What follows belongs to an exercise in optimizing a design on an open flow for small area; a production flow would make more cautious choices.
Function was checked by simulation only, so behaviour that the tests miss may differ from the original.
The flow treats the clock pin as an ideal source, which a real chip does not have.
Power and IR drop assume default switching activity.

==> module led, before the edit <==
module led (
	input wire clk,
	input wire r1,
	input wire r2,
	input wire [31:0] data,  
	input wire [1:0] zero,  
	output reg [7:0] led_segments,
	output reg [7:0] led_enable
);
reg [12:0] c_lo;
reg [2:0] c_hi;
wire lo_z = (c_lo[11:0] == 0);
wire [12:0] lo_step = {c_lo[11:0], c_lo[12] ^ c_lo[3] ^ c_lo[2] ^ c_lo[0] ^ lo_z};
wire [2:0] hi_next = c_hi + (c_lo[12] && lo_z);
always @(posedge clk) begin
	c_lo <= r2 ? 13'd0 : lo_step;
	c_hi <= r2 ? 3'd0 : hi_next;
end
wire [2:0] en_sel = r2 ? 3'd0 : hi_next;
wire [2:0] sel = c_hi;
wire [3:0] digit = r2 ? 4'hf : zero[sel[2]] ? 4'd0 : data[sel*4 +: 4];
localparam [111:0] PAT = {
	7'b000_1110, 7'b000_0110, 7'b010_0001, 7'b100_0110,
	7'b000_0011, 7'b000_1000, 7'b001_0000, 7'b000_0000,
	7'b111_1000, 7'b000_0010, 7'b001_0010, 7'b001_1001,
	7'b011_0000, 7'b010_0100, 7'b111_1001, 7'b100_0000};
wire [6:0] pat = PAT[digit*7 +: 7];
always @(*) begin
	led_enable = 8'hff;
	if (!r1) led_enable[en_sel] = 1'b0;
	led_segments = r1 ? 8'hff : {1'b1, pat};
end
endmodule  
==> module ac4e6_board, before the edit <==
module ac4e6_board (
	input wire clk50,
	input wire [3:0] key,
	input wire [7:0] switch,
	input wire ps2_data,
	input wire ps2_sdck,
	input wire ch340_rx,
	output wire ch340_tx,
	output wire buzzer,
	output wire [7:0] led_segments,
	output wire [7:0] led_enable,
	output wire [2:0] vga_rgb,
	output wire vga_hsync,
	output wire vga_vsync,
	output wire [11:0] led
);
assign buzzer = '1;
assign vga_rgb = '1;
assign vga_hsync = '1;
assign vga_vsync = '1;
assign led = '1;
wire nrst;
assign nrst = key[2];
wire [7:0] uart_q;
wire uart_qv;
uart_rx i_uart_rx(clk50, nrst, ch340_rx, uart_q, uart_qv);
wire [12:0] uart_dbg;
wire uart_dbg_v;
reg r1, r2;
reg [1:0] rxd_d;
always @(posedge clk50) begin
	r1 <= !nrst;
	r2 <= r1;
	rxd_d <= {rxd_d[0], ch340_rx};
end
uart_rx_dbg i_uart_dbg(clk50, !r2, rxd_d[1], uart_dbg, uart_dbg_v);
localparam [2:0] Q_IDLE = 3'b000, Q_NEW = 3'b101, Q_ONE = 3'b100, Q_TWO = 3'b110, Q_NEXT = 3'b001;
reg [7:0] ch340_data;
reg [2:0] q;
wire ch340_data_valid = q[2];
wire ch340_data_ready;
uart_tx i_uart_tx(clk50, nrst, ch340_data, ch340_data_valid, ch340_data_ready, ch340_tx);
always @(posedge clk50) begin
	if (q[0])
		ch340_data <= uart_q;
	if (!nrst)
		q <= Q_IDLE;
	else case (q)
		Q_IDLE: q <= uart_qv ? Q_NEW : Q_IDLE;
		Q_NEW: q <= ch340_data_ready ? Q_IDLE : Q_ONE;
		Q_ONE: q <= ch340_data_ready ? (uart_qv ? Q_NEXT : Q_IDLE) : (uart_qv ? Q_TWO : Q_ONE);
		Q_TWO: q <= ch340_data_ready ? Q_NEXT : Q_TWO;
		default: q <= Q_ONE;  
	endcase
end
reg [12:0] led_lo, led_hi;
wire z_lo = &led_lo[12:10];
wire z_hi = &led_hi[12:10];
led i_led(clk50, r1, r2, {3'b0, led_hi, 3'b0, led_lo}, {z_hi, z_lo}, led_segments, led_enable);
always @(posedge clk50) begin
	if (r2) begin
		led_lo[12:10] <= 3'b111;
		led_hi[12:10] <= 3'b111;
	end else if (uart_dbg_v) begin
		led_lo[12:10] <= uart_dbg[12:10];
		led_hi[12:10] <= led_lo[12:10];
	end
	if (uart_dbg_v) begin
		led_lo[9:0] <= uart_dbg[9:0];
		led_hi[9:0] <= led_lo[9:0];
	end
end
endmodule  
Settings: LEC_CHECK=0, CAP_MARGIN=20, CORE_MARGIN=2, CORE_UTILIZATION=70, SLEW_MARGIN=20; clock period 20.0 ns.
standard.sh (not shown) runs the stock make flow with config.mk's settings and CLKGATE_MAP_FILE= SYNTH_SCRIPT=/design/flow/synth_recipe.tcl, a recipe that flattens the netlist after the stock synthesis.
==> flow/flow/run.sh <==
#!/bin/bash
# The standard ORFS layout (standard.sh: synthesis, floorplan, power grid,
# placement and routing), with these changes:
#  - after the standard synthesis, its combinational cells are mapped again
#    for area by flow/remap.sh (flip-flops and tie cells kept as they are);
#    the standard netlist is kept as 1_2_yosys_standard.v,
#  - clock tree: clkbuf_4 buffers and no dummy loads; afterwards each leaf
#    clock buffer gets the smallest clkbuf size that keeps its flip-flop clock
#    pins' slew under 95 ps, and every other cell is given the smallest
#    equivalent cell that keeps timing and slew/capacitance limits
#    (flow/post_cts.tcl, run as ORFS's POST_CTS_TCL),
#  - port buffers: buf_1 cells,
#  - constant outputs: one tie cell per value instead of one per port.
# The make output goes to standard_flow.log; ORFS's per-step logs are under orfs/logs.
set -euo pipefail
export CTS_ARGS="-sink_clustering_enable -repair_clock_nets -dont_use_dummy_load -buf_list sky130_fd_sc_hd__clkbuf_4"
export POST_CTS_TCL="$(pwd)/flow/post_cts.tcl"
export BUFFER_PORTS_ARGS="-buffer_cell sky130_fd_sc_hd__buf_1"
export SKIP_REPAIR_TIE_FANOUT=1
R=$(pwd)/orfs/results/sky130hd/ac4e6_board/base
bash standard.sh "$R/1_2_yosys.v" > standard_synth.log 2>&1
cp "$R/1_2_yosys.v" "$R/1_2_yosys_standard.v"
bash flow/remap.sh "$R/1_2_yosys_standard.v" "$R/1_2_yosys.v" > remap.log 2>&1
bash standard.sh finish > standard_flow.log 2>&1
Other scripts of this flow, unchanged in this note and not shown: flow/flow/post_cts.tcl, flow/flow/remap.sh
Then changed:
--- a/flow/design.v
+++ b/flow/design.v
@@ -103,11 +103,9 @@
 wire lo_z = (c_lo[11:0] == 0);
 wire [12:0] lo_step = {c_lo[11:0], c_lo[12] ^ c_lo[3] ^ c_lo[2] ^ c_lo[0] ^ lo_z};
-wire [2:0] hi_next = c_hi + (c_lo[12] && lo_z);
 always @(posedge clk) begin
-	c_lo <= r2 ? 13'd0 : lo_step;
-	c_hi <= r2 ? 3'd0 : hi_next;
+	c_lo <= r1 ? 13'd0 : lo_step;
+	c_hi <= r1 ? 3'd0 : c_hi + (c_lo[12] && lo_z);
 end
-wire [2:0] en_sel = r2 ? 3'd0 : hi_next;
-wire [2:0] sel = c_hi;
+wire [2:0] sel = c_hi - (!c_lo[12] && lo_z);
 wire [3:0] digit = r2 ? 4'hf : zero[sel[2]] ? 4'd0 : data[sel*4 +: 4];
 localparam [111:0] PAT = {
@@ -119,5 +117,5 @@
 always @(*) begin
 	led_enable = 8'hff;
-	if (!r1) led_enable[en_sel] = 1'b0;
+	if (!r1) led_enable[c_hi] = 1'b0;
 	led_segments = r1 ? 8'hff : {1'b1, pat};
 end
@@ -179,18 +177,17 @@
 end
 reg [12:0] led_lo, led_hi;
-wire z_lo = &led_lo[12:10];
-wire z_hi = &led_hi[12:10];
+reg z_lo, z_hi;
 led i_led(clk50, r1, r2, {3'b0, led_hi, 3'b0, led_lo}, {z_hi, z_lo}, led_segments, led_enable);
 always @(posedge clk50) begin
+	if (uart_dbg_v) begin
+		led_lo <= uart_dbg;
+		led_hi <= led_lo;
+	end
 	if (r2) begin
-		led_lo[12:10] <= 3'b111;
-		led_hi[12:10] <= 3'b111;
+		z_lo <= 1;
+		z_hi <= 1;
 	end else if (uart_dbg_v) begin
-		led_lo[12:10] <= uart_dbg[12:10];
-		led_hi[12:10] <= led_lo[12:10];
-	end
-	if (uart_dbg_v) begin
-		led_lo[9:0] <= uart_dbg[9:0];
-		led_hi[9:0] <= led_lo[9:0];
+		z_lo <= 0;
+		z_hi <= z_lo;
 	end
 end
Effect: Fmax decreases by 7.3%; via count is higher by 2.3%; routed wire length grows by 7.0%; power climbs by 8.0%; die area came out higher by 3.0%.

## re-timing with driven ports
The results above use ideal ports. As a check the final layouts listed here were re-extracted and re-timed, cells and wires unchanged.
Step 1 sets driving cells, clkbuf_16 on the clock port and buf_2 on the other inputs (assumed; they add their load-dependent delay and slew).
Step 2 adds t to the input delays and takes it off the output delays; t is the mean of the earliest and latest rising clock arrival at the registers after step 1. Input paths then give back, and output paths get back, about the clock's delay inside the block.
a / b / c = no drivers / after step 1 / after step 2; a / b = the first two.
| run | t (ns) | setup WS [ns] | hold slack, ns | worst register clock-pin slew, ns |
|---|---|---|---|---|
| the first run | 0.514 | 12.300 / 12.271 / 12.785 | 0.331 / 0.331 / 0.331 | 0.10 / 0.10 |
| the second run | 0.503 | 11.690 / 11.665 / 12.168 | 0.332 / 0.332 / 0.332 | 0.09 / 0.09 |
After both steps setup and hold are still met in every run listed.
